This design comes from an exercise in tuning for small area on the open sky130 flow, not from production work.
Function was checked by simulation only, so behaviour that the tests miss may differ from the original.
Power is estimated from default activity; no workload was simulated.

[flow/config.mk]
export PLATFORM = sky130hd
export DESIGN_NAME = defog_top
export DESIGN_NICKNAME = defog_top
export VERILOG_FILES = /design/flow/design.v
export SDC_FILE = /design/flow/constraint.sdc
export NUM_CORES = 4
export LEC_CHECK = 0
export ABC_AREA = 1
export CAP_MARGIN = 20
export CORE_MARGIN = 2
export CORE_UTILIZATION = 70
export GPL_TIMING_DRIVEN = 0
export PLACE_DENSITY = 0.8
export SLEW_MARGIN = 20
[flow/constraint.sdc]
create_clock -name core_clock -period 6.734 [get_ports {clk}]
set_input_delay 1.3468 -clock core_clock [delete_from_list [all_inputs] [get_ports {clk}]]
set_output_delay 1.3468 -clock core_clock [all_outputs]
set_load 0.01 [all_outputs]
[flow/design.v]
module defog_channel(
	input	[7:0]	f,
	input	[4:0]	qdn,
	input	[7:0]	an,
	output	[7:0]	out
);
wire [7:0] pp0 = ~(f | {8{qdn[0]}});
wire [7:0] pp1 = ~(f | {8{qdn[1]}});
wire [7:0] pp2 = ~(f | {8{qdn[2]}});
wire [7:0] pp3 = ~(f | {8{qdn[3]}});
wire [8:0] pm = qdn[4] ? {1'b0, ~f} : {~f, 1'b0};
wire t_1, t_2;
defog_fa t_fa2(.a(pp0[2]), .b(pp1[1]), .ci(pp2[0]), .s(t_1), .co(t_2));
wire t_3, t_4;
defog_fa t_fa4(.a(pp0[3]), .b(pp1[2]), .ci(pp2[1]), .s(t_3), .co(t_4));
wire t_5, t_6;
defog_fa t_fa6(.a(pp3[0]), .b(t_2), .ci(t_3), .s(t_5), .co(t_6));
wire t_7, t_8;
defog_fa t_fa8(.a(pm[0]), .b(pp0[4]), .ci(pp1[3]), .s(t_7), .co(t_8));
wire t_9, t_10;
defog_fa t_fa10(.a(pp2[2]), .b(pp3[1]), .ci(an[0]), .s(t_9), .co(t_10));
wire t_11, t_12;
defog_fa t_fa12(.a(t_4), .b(t_7), .ci(t_6), .s(t_11), .co(t_12));
wire t_13, t_14;
defog_fa t_fa14(.a(pm[1]), .b(pp0[5]), .ci(pp1[4]), .s(t_13), .co(t_14));
wire t_15, t_16;
defog_fa t_fa16(.a(pp2[3]), .b(pp3[2]), .ci(an[1]), .s(t_15), .co(t_16));
wire t_17, t_18;
defog_fa t_fa18(.a(t_13), .b(t_8), .ci(t_10), .s(t_17), .co(t_18));
wire t_19, t_20;
defog_fa t_fa20(.a(t_15), .b(t_12), .ci(t_17), .s(t_19), .co(t_20));
wire t_21, t_22;
defog_fa t_fa22(.a(pm[2]), .b(pp0[6]), .ci(pp1[5]), .s(t_21), .co(t_22));
wire t_23, t_24;
defog_fa t_fa24(.a(pp2[4]), .b(pp3[3]), .ci(an[2]), .s(t_23), .co(t_24));
wire t_25, t_26;
defog_fa t_fa26(.a(t_14), .b(t_21), .ci(t_16), .s(t_25), .co(t_26));
wire t_27, t_28;
defog_fa t_fa28(.a(t_23), .b(t_18), .ci(t_25), .s(t_27), .co(t_28));
wire t_29, t_30;
defog_fa t_fa30(.a(pm[3]), .b(pp0[7]), .ci(pp1[6]), .s(t_29), .co(t_30));
wire t_31, t_32;
defog_fa t_fa32(.a(pp2[5]), .b(pp3[4]), .ci(an[3]), .s(t_31), .co(t_32));
wire t_33, t_34;
defog_fa t_fa34(.a(t_22), .b(t_29), .ci(t_24), .s(t_33), .co(t_34));
wire t_35, t_36;
defog_fa t_fa36(.a(t_31), .b(t_26), .ci(t_33), .s(t_35), .co(t_36));
wire t_37, t_38;
defog_fa t_fa38(.a(pm[4]), .b(pp1[7]), .ci(pp2[6]), .s(t_37), .co(t_38));
wire t_39, t_40;
defog_fa t_fa40(.a(pp3[5]), .b(an[4]), .ci(t_30), .s(t_39), .co(t_40));
wire t_41, t_42;
defog_fa t_fa42(.a(t_37), .b(t_32), .ci(t_39), .s(t_41), .co(t_42));
wire t_43, t_44;
defog_fa t_fa44(.a(t_34), .b(t_41), .ci(t_36), .s(t_43), .co(t_44));
wire t_45, t_46;
defog_fa t_fa46(.a(pm[5]), .b(pp2[7]), .ci(pp3[6]), .s(t_45), .co(t_46));
wire t_47, t_48;
defog_fa t_fa48(.a(an[5]), .b(t_38), .ci(t_45), .s(t_47), .co(t_48));
wire t_49, t_50;
defog_fa t_fa50(.a(t_40), .b(t_47), .ci(t_42), .s(t_49), .co(t_50));
wire t_51, t_52;
defog_fa t_fa52(.a(pm[6]), .b(pp3[7]), .ci(an[6]), .s(t_51), .co(t_52));
wire t_53, t_54;
defog_fa t_fa54(.a(t_46), .b(t_48), .ci(t_51), .s(t_53), .co(t_54));
wire t_55, t_56;
defog_fa t_fa56(.a(pm[7]), .b(an[7]), .ci(t_52), .s(t_55), .co(t_56));
wire t_57;
assign t_57 = pp0[1] & pp1[0];
wire t_58;
assign t_58 = t_1 & t_57;
wire t_59;
assign t_59 = t_5 & t_58;
wire t_60, t_61;
defog_fa t_fa61(.a(t_9), .b(t_11), .ci(t_59), .s(t_60), .co(t_61));
wire t_62, t_63;
defog_ha t_ha63(.a(t_19), .b(t_61), .s(t_62), .co(t_63));
wire t_64, t_65;
defog_fa t_fa65(.a(t_20), .b(t_27), .ci(t_63), .s(t_64), .co(t_65));
wire t_66, t_67;
defog_fa t_fa67(.a(t_28), .b(t_35), .ci(t_65), .s(t_66), .co(t_67));
wire t_68, t_69;
defog_ha t_ha69(.a(t_43), .b(t_67), .s(t_68), .co(t_69));
wire t_70, t_71;
defog_fa t_fa71(.a(t_49), .b(t_44), .ci(t_69), .s(t_70), .co(t_71));
wire t_72, t_73;
defog_fa t_fa73(.a(t_53), .b(t_50), .ci(t_71), .s(t_72), .co(t_73));
wire t_74, t_75;
defog_fa t_fa75(.a(t_54), .b(t_55), .ci(t_73), .s(t_74), .co(t_75));
wire [7:0] w = {t_74, t_72, t_70, t_68, t_66, t_64, t_62, t_60};
wire zero = pm[8] | t_56 | t_75;
assign out = ~(w[7:0] | {8{zero}});
endmodule
module defog_fa(input a, input b, input ci, output s, output co);
assign s = a ^ b ^ ci;
assign co = (a & b) | (a & ci) | (b & ci);
endmodule
module defog_ha(input a, input b, output s, output co);
assign s = a ^ b;
assign co = a & b;
endmodule
module defog_top(
	input	clk,
	input	nrst,
	input	[7:0]	r,
	input	[7:0]	g,
	input	[7:0]	b,
	input	hsync,
	input	vsync,
	input	en,
	input	frame_done_flag,
	input	[7:0]	atmos,
	output	[7:0]	defogged_r,
	output	[7:0]	defogged_g,
	output	[7:0]	defogged_b,
	output	o_hsync,
	output	o_vsync,
	output	o_en,
	output	reg [7:0]	max_of_dark
);
reg [3:0] cnt;
wire cnt_done = cnt[3] & cnt[2];
always @(posedge clk or negedge nrst) begin
	if (!nrst)
		cnt <= 4'd0;
	else if (!cnt_done)
		cnt <= cnt + 4'd1;
end
wire p2_valid = cnt[3] | cnt[2] | cnt[1];
reg [23:0] p1, p2;
always @(posedge clk) begin
	p1 <= {r, g, b};
	p2 <= p1;
end
wire [7:0] r2 = p2[23:16];
wire [7:0] g2 = p2[15:8];
wire [7:0] b2 = p2[7:0];
wire [8:0] ar, ag, ab;
wire [7:0] dark;
assign ar[8] = 1'b1;
assign ag[8] = 1'b1;
assign ab[8] = 1'b1;
genvar k;
generate for (k = 7; k >= 0; k = k - 1) begin : gmin
	assign dark[k] = ~((ar[k+1] & ~r2[k]) | (ag[k+1] & ~g2[k]) | (ab[k+1] & ~b2[k]));
	assign ar[k] = ar[k+1] & ~(r2[k] & ~dark[k]);
	assign ag[k] = ag[k+1] & ~(g2[k] & ~dark[k]);
	assign ab[k] = ab[k+1] & ~(b2[k] & ~dark[k]);
end endgenerate
wire [8:0] gt;
assign gt[0] = 1'b0;
generate for (k = 0; k < 8; k = k + 1) begin : ggt
	assign gt[k+1] = (dark[k] & ~max_of_dark[k]) | (dark[k] & gt[k]) | (~max_of_dark[k] & gt[k]);
end endgenerate
wire dark_gt = gt[8];
always @(posedge clk or negedge nrst) begin
	if (!nrst)
		max_of_dark <= 8'd0;
	else if (frame_done_flag)
		max_of_dark <= 8'd0;
	else if (p2_valid && dark_gt)
		max_of_dark <= dark;
end
reg [4:0] qd;
always @(*) begin
	case (dark)
		8'd0: qd = 5'd0;
		8'd1: qd = 5'd0;
		8'd2: qd = 5'd0;
		8'd3: qd = 5'd0;
		8'd4: qd = 5'd0;
		8'd5: qd = 5'd0;
		8'd6: qd = 5'd0;
		8'd7: qd = 5'd0;
		8'd8: qd = 5'd0;
		8'd9: qd = 5'd0;
		8'd10: qd = 5'd0;
		8'd11: qd = 5'd0;
		8'd12: qd = 5'd0;
		8'd13: qd = 5'd0;
		8'd14: qd = 5'd0;
		8'd15: qd = 5'd0;
		8'd16: qd = 5'd0;
		8'd17: qd = 5'd0;
		8'd18: qd = 5'd0;
		8'd19: qd = 5'd0;
		8'd20: qd = 5'd0;
		8'd21: qd = 5'd0;
		8'd22: qd = 5'd0;
		8'd23: qd = 5'd1;
		8'd24: qd = 5'd1;
		8'd25: qd = 5'd1;
		8'd26: qd = 5'd1;
		8'd27: qd = 5'd1;
		8'd28: qd = 5'd1;
		8'd29: qd = 5'd1;
		8'd30: qd = 5'd1;
		8'd31: qd = 5'd1;
		8'd32: qd = 5'd1;
		8'd33: qd = 5'd1;
		8'd34: qd = 5'd1;
		8'd35: qd = 5'd1;
		8'd36: qd = 5'd1;
		8'd37: qd = 5'd1;
		8'd38: qd = 5'd1;
		8'd39: qd = 5'd1;
		8'd40: qd = 5'd1;
		8'd41: qd = 5'd1;
		8'd42: qd = 5'd1;
		8'd43: qd = 5'd1;
		8'd44: qd = 5'd1;
		8'd45: qd = 5'd2;
		8'd46: qd = 5'd2;
		8'd47: qd = 5'd2;
		8'd48: qd = 5'd2;
		8'd49: qd = 5'd2;
		8'd50: qd = 5'd2;
		8'd51: qd = 5'd2;
		8'd52: qd = 5'd2;
		8'd53: qd = 5'd2;
		8'd54: qd = 5'd2;
		8'd55: qd = 5'd2;
		8'd56: qd = 5'd2;
		8'd57: qd = 5'd2;
		8'd58: qd = 5'd2;
		8'd59: qd = 5'd2;
		8'd60: qd = 5'd2;
		8'd61: qd = 5'd2;
		8'd62: qd = 5'd2;
		8'd63: qd = 5'd3;
		8'd64: qd = 5'd3;
		8'd65: qd = 5'd3;
		8'd66: qd = 5'd3;
		8'd67: qd = 5'd3;
		8'd68: qd = 5'd3;
		8'd69: qd = 5'd3;
		8'd70: qd = 5'd3;
		8'd71: qd = 5'd3;
		8'd72: qd = 5'd3;
		8'd73: qd = 5'd3;
		8'd74: qd = 5'd3;
		8'd75: qd = 5'd3;
		8'd76: qd = 5'd3;
		8'd77: qd = 5'd3;
		8'd78: qd = 5'd3;
		8'd79: qd = 5'd4;
		8'd80: qd = 5'd4;
		8'd81: qd = 5'd4;
		8'd82: qd = 5'd4;
		8'd83: qd = 5'd4;
		8'd84: qd = 5'd4;
		8'd85: qd = 5'd4;
		8'd86: qd = 5'd4;
		8'd87: qd = 5'd4;
		8'd88: qd = 5'd4;
		8'd89: qd = 5'd4;
		8'd90: qd = 5'd4;
		8'd91: qd = 5'd4;
		8'd92: qd = 5'd4;
		8'd93: qd = 5'd4;
		8'd94: qd = 5'd5;
		8'd95: qd = 5'd5;
		8'd96: qd = 5'd5;
		8'd97: qd = 5'd5;
		8'd98: qd = 5'd5;
		8'd99: qd = 5'd5;
		8'd100: qd = 5'd5;
		8'd101: qd = 5'd5;
		8'd102: qd = 5'd5;
		8'd103: qd = 5'd5;
		8'd104: qd = 5'd5;
		8'd105: qd = 5'd5;
		8'd106: qd = 5'd5;
		8'd107: qd = 5'd5;
		8'd108: qd = 5'd6;
		8'd109: qd = 5'd6;
		8'd110: qd = 5'd6;
		8'd111: qd = 5'd6;
		8'd112: qd = 5'd6;
		8'd113: qd = 5'd6;
		8'd114: qd = 5'd6;
		8'd115: qd = 5'd6;
		8'd116: qd = 5'd6;
		8'd117: qd = 5'd6;
		8'd118: qd = 5'd6;
		8'd119: qd = 5'd6;
		8'd120: qd = 5'd7;
		8'd121: qd = 5'd7;
		8'd122: qd = 5'd7;
		8'd123: qd = 5'd7;
		8'd124: qd = 5'd7;
		8'd125: qd = 5'd7;
		8'd126: qd = 5'd7;
		8'd127: qd = 5'd7;
		8'd128: qd = 5'd7;
		8'd129: qd = 5'd7;
		8'd130: qd = 5'd7;
		8'd131: qd = 5'd8;
		8'd132: qd = 5'd8;
		8'd133: qd = 5'd8;
		8'd134: qd = 5'd8;
		8'd135: qd = 5'd8;
		8'd136: qd = 5'd8;
		8'd137: qd = 5'd8;
		8'd138: qd = 5'd8;
		8'd139: qd = 5'd8;
		8'd140: qd = 5'd8;
		8'd141: qd = 5'd8;
		8'd142: qd = 5'd9;
		8'd143: qd = 5'd9;
		8'd144: qd = 5'd9;
		8'd145: qd = 5'd9;
		8'd146: qd = 5'd9;
		8'd147: qd = 5'd9;
		8'd148: qd = 5'd9;
		8'd149: qd = 5'd9;
		8'd150: qd = 5'd9;
		8'd151: qd = 5'd9;
		8'd152: qd = 5'd10;
		8'd153: qd = 5'd10;
		8'd154: qd = 5'd10;
		8'd155: qd = 5'd10;
		8'd156: qd = 5'd10;
		8'd157: qd = 5'd10;
		8'd158: qd = 5'd10;
		8'd159: qd = 5'd10;
		8'd160: qd = 5'd11;
		8'd161: qd = 5'd11;
		8'd162: qd = 5'd11;
		8'd163: qd = 5'd11;
		8'd164: qd = 5'd11;
		8'd165: qd = 5'd11;
		8'd166: qd = 5'd11;
		8'd167: qd = 5'd11;
		8'd168: qd = 5'd11;
		8'd169: qd = 5'd12;
		8'd170: qd = 5'd12;
		8'd171: qd = 5'd12;
		8'd172: qd = 5'd12;
		8'd173: qd = 5'd12;
		8'd174: qd = 5'd12;
		8'd175: qd = 5'd12;
		8'd176: qd = 5'd12;
		8'd177: qd = 5'd13;
		8'd178: qd = 5'd13;
		8'd179: qd = 5'd13;
		8'd180: qd = 5'd13;
		8'd181: qd = 5'd13;
		8'd182: qd = 5'd13;
		8'd183: qd = 5'd14;
		8'd184: qd = 5'd14;
		8'd185: qd = 5'd14;
		8'd186: qd = 5'd14;
		8'd187: qd = 5'd14;
		8'd188: qd = 5'd14;
		8'd189: qd = 5'd14;
		8'd190: qd = 5'd14;
		8'd191: qd = 5'd15;
		8'd192: qd = 5'd15;
		8'd193: qd = 5'd15;
		8'd194: qd = 5'd15;
		8'd195: qd = 5'd15;
		8'd196: qd = 5'd15;
		8'd197: qd = 5'd16;
		8'd198: qd = 5'd16;
		8'd199: qd = 5'd16;
		8'd200: qd = 5'd16;
		8'd201: qd = 5'd16;
		8'd202: qd = 5'd16;
		8'd203: qd = 5'd17;
		8'd204: qd = 5'd17;
		8'd205: qd = 5'd17;
		8'd206: qd = 5'd17;
		8'd207: qd = 5'd18;
		8'd208: qd = 5'd18;
		8'd209: qd = 5'd18;
		8'd210: qd = 5'd18;
		8'd211: qd = 5'd18;
		8'd212: qd = 5'd18;
		8'd213: qd = 5'd18;
		8'd214: qd = 5'd19;
		8'd215: qd = 5'd19;
		8'd216: qd = 5'd19;
		8'd217: qd = 5'd19;
		8'd218: qd = 5'd20;
		8'd219: qd = 5'd20;
		8'd220: qd = 5'd20;
		8'd221: qd = 5'd20;
		8'd222: qd = 5'd20;
		8'd223: qd = 5'd21;
		8'd224: qd = 5'd21;
		8'd225: qd = 5'd21;
		8'd226: qd = 5'd21;
		8'd227: qd = 5'd22;
		8'd228: qd = 5'd22;
		8'd229: qd = 5'd22;
		8'd230: qd = 5'd22;
		8'd231: qd = 5'd22;
		8'd232: qd = 5'd23;
		8'd233: qd = 5'd23;
		8'd234: qd = 5'd23;
		8'd235: qd = 5'd24;
		8'd236: qd = 5'd24;
		8'd237: qd = 5'd24;
		8'd238: qd = 5'd24;
		8'd239: qd = 5'd24;
		8'd240: qd = 5'd25;
		8'd241: qd = 5'd25;
		8'd242: qd = 5'd25;
		8'd243: qd = 5'd26;
		8'd244: qd = 5'd26;
		8'd245: qd = 5'd26;
		8'd246: qd = 5'd26;
		8'd247: qd = 5'd27;
		8'd248: qd = 5'd27;
		8'd249: qd = 5'd27;
		8'd250: qd = 5'd28;
		8'd251: qd = 5'd28;
		8'd252: qd = 5'd28;
		8'd253: qd = 5'd29;
		8'd254: qd = 5'd29;
		8'd255: qd = 5'd29;
		default: qd = 5'd0;
	endcase
end
wire [7:0] an = ~atmos;
wire [7:0] fr, fg, fb;
defog_sub sr(.an(an), .c(r2), .f(fr));
defog_sub sg(.an(an), .c(g2), .f(fg));
defog_sub sb(.an(an), .c(b2), .f(fb));
reg [4:0] qdn3;
reg [23:0] f3;
always @(posedge clk) begin
	qdn3 <= ~qd;
	f3 <= {fr, fg, fb};
end
wire [23:0] res;
defog_channel ur(.f(f3[23:16]), .qdn(qdn3), .an(an), .out(res[23:16]));
defog_channel ug(.f(f3[15:8]), .qdn(qdn3), .an(an), .out(res[15:8]));
defog_channel ub(.f(f3[7:0]), .qdn(qdn3), .an(an), .out(res[7:0]));
reg [23:0] d4, d5, d6, d7, d8, d9, d10, d11, d12;
always @(posedge clk) begin
	d4 <= res;
	d5 <= d4;
	d6 <= d5;
	d7 <= d6;
	d8 <= d7;
	d9 <= d8;
	d10 <= d9;
	d11 <= d10;
	d12 <= d11;
end
assign defogged_r = d12[23:16];
assign defogged_g = d12[15:8];
assign defogged_b = d12[7:0];
reg [2:0] s1, s2, s3, s4, s5, s6, s7, s8, s9, s10, s11, s12;
always @(posedge clk) begin
	s1 <= {hsync, vsync, en};
	s2 <= s1;
	s3 <= s2;
	s4 <= s3;
	s5 <= s4;
	s6 <= s5;
	s7 <= s6;
	s8 <= s7;
	s9 <= s8;
	s10 <= s9;
	s11 <= s10;
	s12 <= s11;
end
assign {o_hsync, o_vsync, o_en} = s12 & {3{cnt_done}};
endmodule
module defog_sub(
	input	[7:0]	an,
	input	[7:0]	c,
	output	[7:0]	f
);
wire [7:0] cy;
defog_ha h0(.a(an[0]), .b(c[0]), .s(f[0]), .co(cy[1]));
genvar i;
generate for (i = 1; i < 7; i = i + 1) begin : gsub
	defog_fa fa(.a(an[i]), .b(c[i]), .ci(cy[i]), .s(f[i]), .co(cy[i+1]));
end endgenerate
assign f[7] = an[7] ^ c[7] ^ cy[7];
endmodule
[flow/flow/run.sh]
#!/bin/bash
# The standard layout (standard.sh, with its synthesis unchanged), with:
# - after synthesis, the netlist between the registers is improved for area;
#   registers keep their instances, names and cell types:
#   1. flow/fapol.py flips full-adder cells (FA is self-dual) to need fewer
#      inverters,
#   2. flow/resyn.sh re-maps the gates between registers and adders with ABC
#      for area;
# - port buffers: every input and output port still gets its own buffer,
#   the small sky130_fd_sc_hd__buf_1 instead of the default choice;
# - clock tree: sinks clustered into fewer, larger clusters, no dummy loads.
# Each tool's output goes to a log of its own in this folder.
set -euo pipefail
export BUFFER_PORTS_ARGS="-buffer_cell sky130_fd_sc_hd__buf_1"
export CTS_ARGS="-sink_clustering_enable -repair_clock_nets -sink_clustering_size 12 -sink_clustering_max_diameter 40 -buf_list sky130_fd_sc_hd__clkbuf_4 -dont_use_dummy_load"
bash standard.sh synth > synth.log 2>&1
R=orfs/results/${FLOW_PLATFORM}/defog_top/base
cp $R/1_2_yosys.v yosys_netlist.v
cp yosys_netlist.v net_in.v
if python3 flow/fapol.py net_in.v fapol_netlist.v > fapol.log 2>&1; then
  cp fapol_netlist.v net_in.v
fi
if bash flow/resyn.sh net_in.v resyn_netlist.v > resyn.log 2>&1; then
  cp resyn_netlist.v net_in.v
fi
cp net_in.v $R/1_2_yosys.v
touch $R/1_2_yosys.v
bash standard.sh > layout.log 2>&1
[flow/flow/fapol.py]
#!/usr/bin/env python3
"""Re-assigns the polarity of full-adder cells in a flat gate-level netlist
(written by Yosys) to cut inverters.  A full adder is self-dual:
FA(~a, ~b, ~c) = (~sum, ~cout), so each FA may be "flipped" (all inputs and
both outputs complemented) without changing the function.  All inverter
cells are taken out, the flips are chosen greedily to need the fewest
inverters, and one inverter is put back for each signal that is needed in
the polarity its driver does not give.

usage: fapol.py IN.v OUT.v
"""
import re, sys
from collections import defaultdict

src = open(sys.argv[1]).read()
m = re.search(r"^module\s+(\w+)", src, re.M)
# split into header (module ... up to first cell), cells, footer
cell_re = re.compile(r"^(\s*)(sky130_fd_sc_hd__\w+)\s+(\S+)\s*\((.*?)\);\s*$", re.S | re.M)
pin_re = re.compile(r"\.(\w+)\(([^()]*)\)")
OUT = {"X", "Y", "Q", "Q_N", "SUM", "COUT", "HI", "LO"}

cells = []  # [type, name, {pin: net}, span]
for mm in cell_re.finditer(src):
    pins = {p: n.strip() for p, n in pin_re.findall(mm.group(4))}
    cells.append([mm.group(2), mm.group(3), pins, mm.span()])

def is_inv(t):
    return re.fullmatch(r"sky130_fd_sc_hd__(inv|clkinv)_\d+", t) is not None

def is_fa(t):
    return re.fullmatch(r"sky130_fd_sc_hd__fa_\d+", t) is not None

def is_fixed(t):
    # cells whose pins have a fixed polarity: registers, half adders, tie cells
    return re.fullmatch(r"sky130_fd_sc_hd__(df\w*|ha_\d+|conb_\d+|s?dl\w*)", t) is not None

def is_logic(t):
    return not (is_fa(t) or is_fixed(t) or is_inv(t))

# inverter graph: net -> (root, pol)
inv_of = {}  # output net -> input net
for t, n, p, _ in cells:
    if is_inv(t):
        inv_of[p["Y"]] = p["A"]

def root(net):
    pol = 0
    seen = 0
    while net in inv_of:
        net = inv_of[net]
        pol ^= 1
        seen += 1
        if seen > 100:
            raise SystemExit("inverter loop")
    return net, pol

# nets that must stay as they are: ports (outputs) and anything named like a clock
port_nets = set()
for mm in re.finditer(r"^\s*(input|output|inout)\s+(\[[^\]]*\]\s*)?([^;]+);", src, re.M):
    for nm in mm.group(3).split(","):
        port_nets.add(nm.strip())
outputs = set()
for mm in re.finditer(r"^\s*output\s+(\[[^\]]*\]\s*)?([^;]+);", src, re.M):
    for nm in mm.group(2).split(","):
        outputs.add(nm.strip())

# consumers: list of (cellidx, pin, root, pol)
cons = []
fa_idx = []
for i, (t, n, p, _) in enumerate(cells):
    if is_inv(t):
        continue
    if is_fa(t):
        fa_idx.append(i)
    for pin, net in p.items():
        if pin in OUT:
            continue
        r, pol = root(net)
        cons.append((i, pin, r, pol))
# output ports that are driven through inverters count as consumers too
assigns = re.findall(r"^\s*assign\s+(.+?)\s*=\s*(.+?)\s*;", src, re.M)
if any(re.search(r"\S", a[1]) for a in assigns):
    pass
port_cons = []
for net in outputs:
    if net in inv_of:
        r, pol = root(net)
        port_cons.append((net, r, pol))

# which cell drives each root net, and via which pin
drv = {}
for i, (t, n, p, _) in enumerate(cells):
    if is_inv(t):
        continue
    for pin, net in p.items():
        if pin in OUT:
            drv[net] = (i, pin)

flip = defaultdict(int)  # cell index -> 0/1

def need_sets():
    need = defaultdict(set)  # root -> set of physical polarities needed
    for i, pin, r, pol in cons:
        need[r].add(pol ^ flip[i] if is_fa(cells[i][0]) else pol)
    for net, r, pol in port_cons:
        need[r].add(pol)
    return need

def produced(r):
    d = drv.get(r)
    if d is None:
        return 0
    return flip[d[0]]

def cost():
    return sum(root_cost(r) for r in set(root_users) | set(port_by_root))

fa_roots = {}
root_users = defaultdict(list)
for k, (i, pin, r, pol) in enumerate(cons):
    root_users[r].append(k)
for i in fa_idx:
    rs = set()
    for pin, net in cells[i][2].items():
        if pin in OUT:
            rs.add(net)
        else:
            rs.add(root(net)[0])
    fa_roots[i] = rs

port_by_root = defaultdict(list)
for net, r, pol in port_cons:
    port_by_root[r].append(pol)

def root_cost(r):
    s = set()
    for k in root_users[r]:
        i, pin, _, pol = cons[k]
        if is_logic(cells[i][0]):
            continue
        s.add(pol ^ flip[i] if is_fa(cells[i][0]) else pol)
    for pol in port_by_root[r]:
        s.add(pol)
    d = drv.get(r)
    if d is not None and is_logic(cells[d[0]][0]):
        return 1 if len(s) == 2 else 0
    return 1 if (produced(r) ^ 1) in s else 0

def local(i):
    return sum(root_cost(r) for r in fa_roots[i])

for i in list(fa_idx):
    if any(net in port_nets for pin, net in cells[i][2].items() if pin in OUT):
        fa_idx.remove(i)
before = cost()
changed = True
it = 0
while changed and it < 50:
    changed = False
    it += 1
    for i in fa_idx:
        c0 = local(i)
        flip[i] ^= 1
        c1 = local(i)
        if c1 < c0:
            changed = True
        else:
            flip[i] ^= 1
import random
def descend():
    changed = True
    while changed:
        changed = False
        for i in fa_idx:
            c0 = local(i)
            flip[i] ^= 1
            c1 = local(i)
            if c1 < c0:
                changed = True
            else:
                flip[i] ^= 1
# try starting from all adders flipped as well
for i in fa_idx:
    flip[i] = 1
descend()
c_all = cost(); flip_all = dict(flip)
for i in fa_idx:
    flip[i] = 0
descend()
if c_all < cost():
    flip.clear(); flip.update(flip_all)
random.seed(1)
best = cost(); bestflip = dict(flip)
T = 1.0
for step in range(20000 if fa_idx else 0):
    i = random.choice(fa_idx)
    c0 = local(i)
    flip[i] ^= 1
    c1 = local(i)
    d = c1 - c0
    if d <= 0 or random.random() < pow(2.718, -d / T):
        pass
    else:
        flip[i] ^= 1
    T = max(0.05, T * 0.9997)
    if step % 500 == 0:
        c = cost()
        if c < best:
            best = c; bestflip = dict(flip)
c = cost()
if c < best:
    best = c; bestflip = dict(flip)
flip.clear(); flip.update(bestflip)
changed = True
while changed:
    changed = False
    for i in fa_idx:
        c0 = local(i)
        flip[i] ^= 1
        c1 = local(i)
        if c1 < c0:
            changed = True
        else:
            flip[i] ^= 1
after = cost()
n_inv_before = sum(1 for c in cells if is_inv(c[0]))
sys.stderr.write("fapol: %d inverters in; polarity cost %d -> %d; %d of %d full adders flipped\n"
                 % (n_inv_before, before, after, sum(flip[i] for i in fa_idx), len(fa_idx)))

# rebuild: every root r gets net r with produced polarity; if the other polarity
# is needed, one inverter drives net "r_fapoln" (or reuse an existing output port name)
need = need_sets()
newname = {}
extra = []
k = 0
def esc(net):
    return net
def inv_net(r):
    return newname[r]
for r, s in need.items():
    pr = produced(r)
    if (pr ^ 1) in s:
        k += 1
        nn = "fapol_n%d" % k
        newname[r] = nn
        extra.append((r, nn))

# physical net for (root, wanted polarity)
def phys(r, want):
    return r if produced(r) == want else newname[r]

# output ports driven through inverters: keep the port name as the net of the
# wanted polarity, via a buffer-free route: we drive the port with an inverter
# or assign statement
out_lines = []
pieces = []
last = 0
for i, (t, n, p, span) in enumerate(cells):
    pieces.append(src[last:span[0]])
    last = span[1]
    if is_inv(t):
        continue
    newp = {}
    for pin, net in p.items():
        if pin in OUT:
            newp[pin] = net
        else:
            r, pol = root(net)
            want = pol ^ flip[i] if is_fa(t) else pol
            newp[pin] = phys(r, want)
    indent = re.match(r"\s*", src[span[0]:span[1]]).group(0)
    pins = ",\n".join("%s    .%s(%s)" % (indent, pin, net + (" " if net.startswith("\\") else "")) for pin, net in newp.items())
    pieces.append("%s%s %s (\n%s);" % (indent, t, n, pins))
pieces.append(src[last:])
body = "".join(pieces)
# declarations and new inverters before endmodule
add = []
for r, nn in extra:
    add.append("  wire %s;" % nn)
for j, (r, nn) in enumerate(extra):
    if produced(r) == 0:
        add.append("  sky130_fd_sc_hd__inv_1 fapol_inv%d (\n    .A(%s),\n    .Y(%s));" % (j, r + (" " if r.startswith("\\") else ""), nn))
    else:
        add.append("  sky130_fd_sc_hd__inv_1 fapol_inv%d (\n    .A(%s),\n    .Y(%s));" % (j, r + (" " if r.startswith("\\") else ""), nn))
# output ports that were driven by inverters: now drive them from the right polarity
for net, r, pol in port_cons:
    pn = phys(r, pol)
    add.append("  assign %s = %s;" % (net, pn + (" " if pn.startswith("\\") else "")))
idx = body.rindex("endmodule")
body = body[:idx] + "\n".join(add) + "\n" + body[idx:]
open(sys.argv[2], "w").write(body)
[flow/flow/resyn.abc]
strash
dch -f
map -a
mfs2
strash
dch -f
map -a
topo
[flow/flow/resyn.sh]
#!/bin/bash
# Re-maps the combinational logic of a synthesized netlist for area with ABC.
# Flip-flops, full/half adders and tie cells are kept as they are (same
# instances, same names); only the gates between them are re-mapped.
# usage: resyn.sh IN.v OUT.v
set -euo pipefail
IN=$1; OUT=$2
HERE=$(cd "$(dirname "$0")" && pwd)
LIB=$FLOW_HOME/platforms/$FLOW_PLATFORM/lib/sky130_fd_sc_hd__tt_025C_1v80.lib
YOSYS=$FLOW_HOME/../tools/install/yosys/bin/yosys
DU=""
for c in $(sed -n '/DONT_USE_CELLS += /,/^$/p' $FLOW_HOME/platforms/$FLOW_PLATFORM/config.mk | tr -d '\\' | tr ' ' '\n' | grep sky130); do
  DU="$DU -dont_use $c"
done
cat > resyn.ys <<EOY
read_liberty -ignore_miss_func $LIB
read_verilog $IN
hierarchy -top $FLOW_TOP
setattr -mod -set keep_hierarchy 1 sky130_fd_sc_hd__fa_* sky130_fd_sc_hd__ha_* sky130_fd_sc_hd__df* sky130_fd_sc_hd__conb*
flatten
opt_clean -purge
select -module $FLOW_TOP
abc -liberty $LIB -script $HERE/resyn.abc $DU -dont_use sky130_fd_sc_hd__clk* -dont_use sky130_fd_sc_hd__dly*
select -clear
opt_clean -purge
rename -hide w:*.*
splitnets
opt_clean -purge
tee -o resyn_stat.txt stat -liberty $LIB $FLOW_TOP
select $FLOW_TOP
write_verilog -noattr -selected $OUT
EOY
$YOSYS -q -l resyn_yosys.log resyn.ys
[flow/standard.sh]
#!/bin/bash
# synth_recipe.tcl (not shown) runs the flow's synth.tcl, then flattens the netlist and writes it again
# the make line also repeats each setting of config.mk as NAME=value (left out here)
make -C /OpenROAD-flow-scripts/flow DESIGN_CONFIG=/design/flow/config.mk WORK_HOME=/design/flow/orfs CLKGATE_MAP_FILE= SYNTH_SCRIPT=/design/flow/synth_recipe.tcl "${@:-finish}"
==> run_results.csv <==
group,metric,value,unit
floorplanning,die-area,17000,um2
global_route,grt_use_met3,0.0513,
timing,drv_slew,0,
cts,cts_tree,"yes",
global_route,track_usage,0.216,
timing,fin_crit_sh,0.930,
setup_path,cp-end-kind,"flop",
timing,tns,0,ns
yosys,avgSynthCellArea,12.9,um2
yosys,syn_inst,867,
timing,rsz0062_at_grt,"no",
floorplanning,die_w,130,um
finish,drive_above_1_share,0.0510,
setup_path,critPathLaunchType,"flop",
min_path,hold_class,"flop to flop",
setup_path,path_buf_inv,0,
yosys,synth_warnings,1,
status,outcome,"no timing/DRC/antenna violations",
placement,place_area,11700,um2
yosys,synth_nets,1035,
setup_path,path_max_fanout,24,
setup_path,crit_top_cell,"fa_1",
flow_run,drv_cap,0,
pwr,irDropWorstVdd,0.000280,V
floorplanning,io_pins,73,
global_route,globalRouteMet1Util,0.260,
floorplanning,rows,46,
cts,clock-sinks,341,
global_route,grt_busiest_layer,"met2",
timing,finClkSkew,0.0593,ns
global_route,use_met2,0.371,
finish,nNetsFinal,1150,
cts,cts_buffer_depth,3,
global_route,grt_pass1_wl,28400,um
placement,dp.final_hpwl,12200,um
timing,min_period,6.26,ns
detailed_routing,remaining_drc_errors,0,
timing,hold_violations,0,
pwr,leakagePower,0.00527,uW
global_route,grt.overflow.total,0,
cts,postCtsHoldBufs,0,
detailed_routing,dr.first_iter.drc_count,407,
setup_path,path_class,"flop to flop",
detailed_routing,antenna_left,0,
pwr,powerDensity,436,nW/um2
timing,relSlewSlack,0.301,
finish,fin_area,12100,um2
setup_path,slowest_stage,"dfxtp_2",
yosys,syn_area,11200,um2
setup_path,worst_ep_required_time,7.26,ns
cts,cts_max_level,2,
timing,worst_pin_slew,1.04,ns
finish,layout_commonest_cell,"dfxtp_1",
cts,insertion_delay,0.64,ns
finish,layout_common_cells,"325 x dfxtp_1, 180 x nor2_1, 120 x fa_1, 72 x buf_1, 68 x inv_1",
setup_path,arrival,6.79,ns
detailed_routing,wl_per_cell,14.0,um
floorplanning,initial_utilization,0.709,
finish,area_growth,7.75,%
global_route,grt_max_degree,26,
detailed_routing,via_per_inst,5.22,
floorplanning,core-area,15800,um2
placement,io_buffers,72,
placement,pre_cts_slack,0.0956,ns
detailed_routing,drt-pass1-iter-count,5,
cts,clk_pin_slew,0.11,ns
global_route,antenna_found_initial,1,
finish,final_util,0.764,
cts,clock-root-buffer,"clkbuf_4",
setup_path,path_cells,"nor2_1 -> fa_1 -> fa_1 -> fa_1 -> fa_1 -> ha_1 -> fa_1 -> fa_1 -> ha_1 -> fa_1 -> fa_1 -> fa_1 -> nor2_1 -> o21ai_0 -> nor2_1",
global_route,grt_pass1_vias,6355,
placement,gp_congestion,0.878,
setup_path,critPathTopFamily,"adder cells",
timing,finalSetupViolations,0,
detailed_routing,vias,6249,
detailed_routing,wirelength,16800,um
timing,setup_ws,0.472,ns
timing,whs,0.290,ns
setup_path,cpPeakStageDelay,0.70,ns
timing,fmax,160,MHz
floorplanning,die_h,130,um
finish,n_fill_cell,1038,
cts,numCtsBuffers,40,
[repair_timing]
action / 4_1_cts / 5_1_grt
hold endpoints to repair: 0 / 0
buffers inserted: 0 / 1
endpoints found under the setup margin: 0 / 20
resized for setup: 0 / 6
[sequential cells by signal, indices dropped and copies added, names as in the netlist, 4 cells and up]
name         count
d10             24
p2              24
d4              24
d8              24
d5              24
d9              24
qdn3             5
d6              24
cnt              4
d11             24
f3              24
d12             24
p1              24
d7              24
max_of_dark      8
[area by class of cell]
| class | instances | area, um2 | area share |
|---|---|---|---|
| Antenna cell | 1 | 2.50 | 0.000208 |
| Clock buffer | 40 | 300 | 0.0249 |
| Inverter | 68 | 255 | 0.0212 |
| Multi-Input combinational cell | 458 | 4050 | 0.336 |
| Sequential cell | 341 | 6890 | 0.572 |
| Tap cell | 216 | 270 | 0.0224 |
| Timing Repair Buffer | 73 | 278 | 0.0231 |
[metrics by stage]
step                power [uW]  instances
floorplan                 4020        867
global placement          4340       1155
detailed placement        4490       1155
CTS                       5320       1195
global route              5710       1197
finish                    5260       1197
[power by group]
group          switching [uW]  total (uW)  leakage [uW]  internal, uW
registers                 207        2820       0.00290          2610
logic                     891        1600       0.00218           712
clock network             557         832      0.000184           275
[per-layer routing]
layer | up-vias | part of all wire
met3 | 66 | 0.063
met1 | 2975 | 0.39
li1 | 2951 | -
met2 | 257 | 0.50
met4 | 0 | 0.038
met5 | - | 0
[path summary, 6_finish.rpt]
check                             start  depth (start not counted)              to  slack (ns)
worst max-delay path            qdn3[2]                         15           d4[7]        0.47
worst min-delay path            d10[23]                          0         d11[23]        0.29
worst max register to register  qdn3[2]                         15           d4[7]        0.47
worst min register to register  d10[23]                          0         d11[23]        0.29
max in group asynchronous          nrst                          1  max_of_dark[6]        5.58
min in group asynchronous          nrst                          1          cnt[3]        0.69

==> what the ideal ports hide <==
The flow's constraints put no driver on any port. The routed layout listed below was extracted and timed again, unchanged, in two steps. Step 1 assumes that a clkbuf_16 drives the clock port and a buf_2 every other input. Step 2 also shifts input and output timing later by t, the mid clock arrival at the registers, as if the neighbouring blocks saw the same clock. a / b / c = ideal ports / drivers / drivers and shift; a / b = the first two.
t, ns: 0.649
setup slack, ns: 0.472 / 0.472 / 0.116
slew at the worst register clock pin (ns): 0.12 / 0.12
After both steps this run still meets setup and hold. The setup slack of this run moves by 0.000 ns with the drivers and by -0.356 ns with both steps.
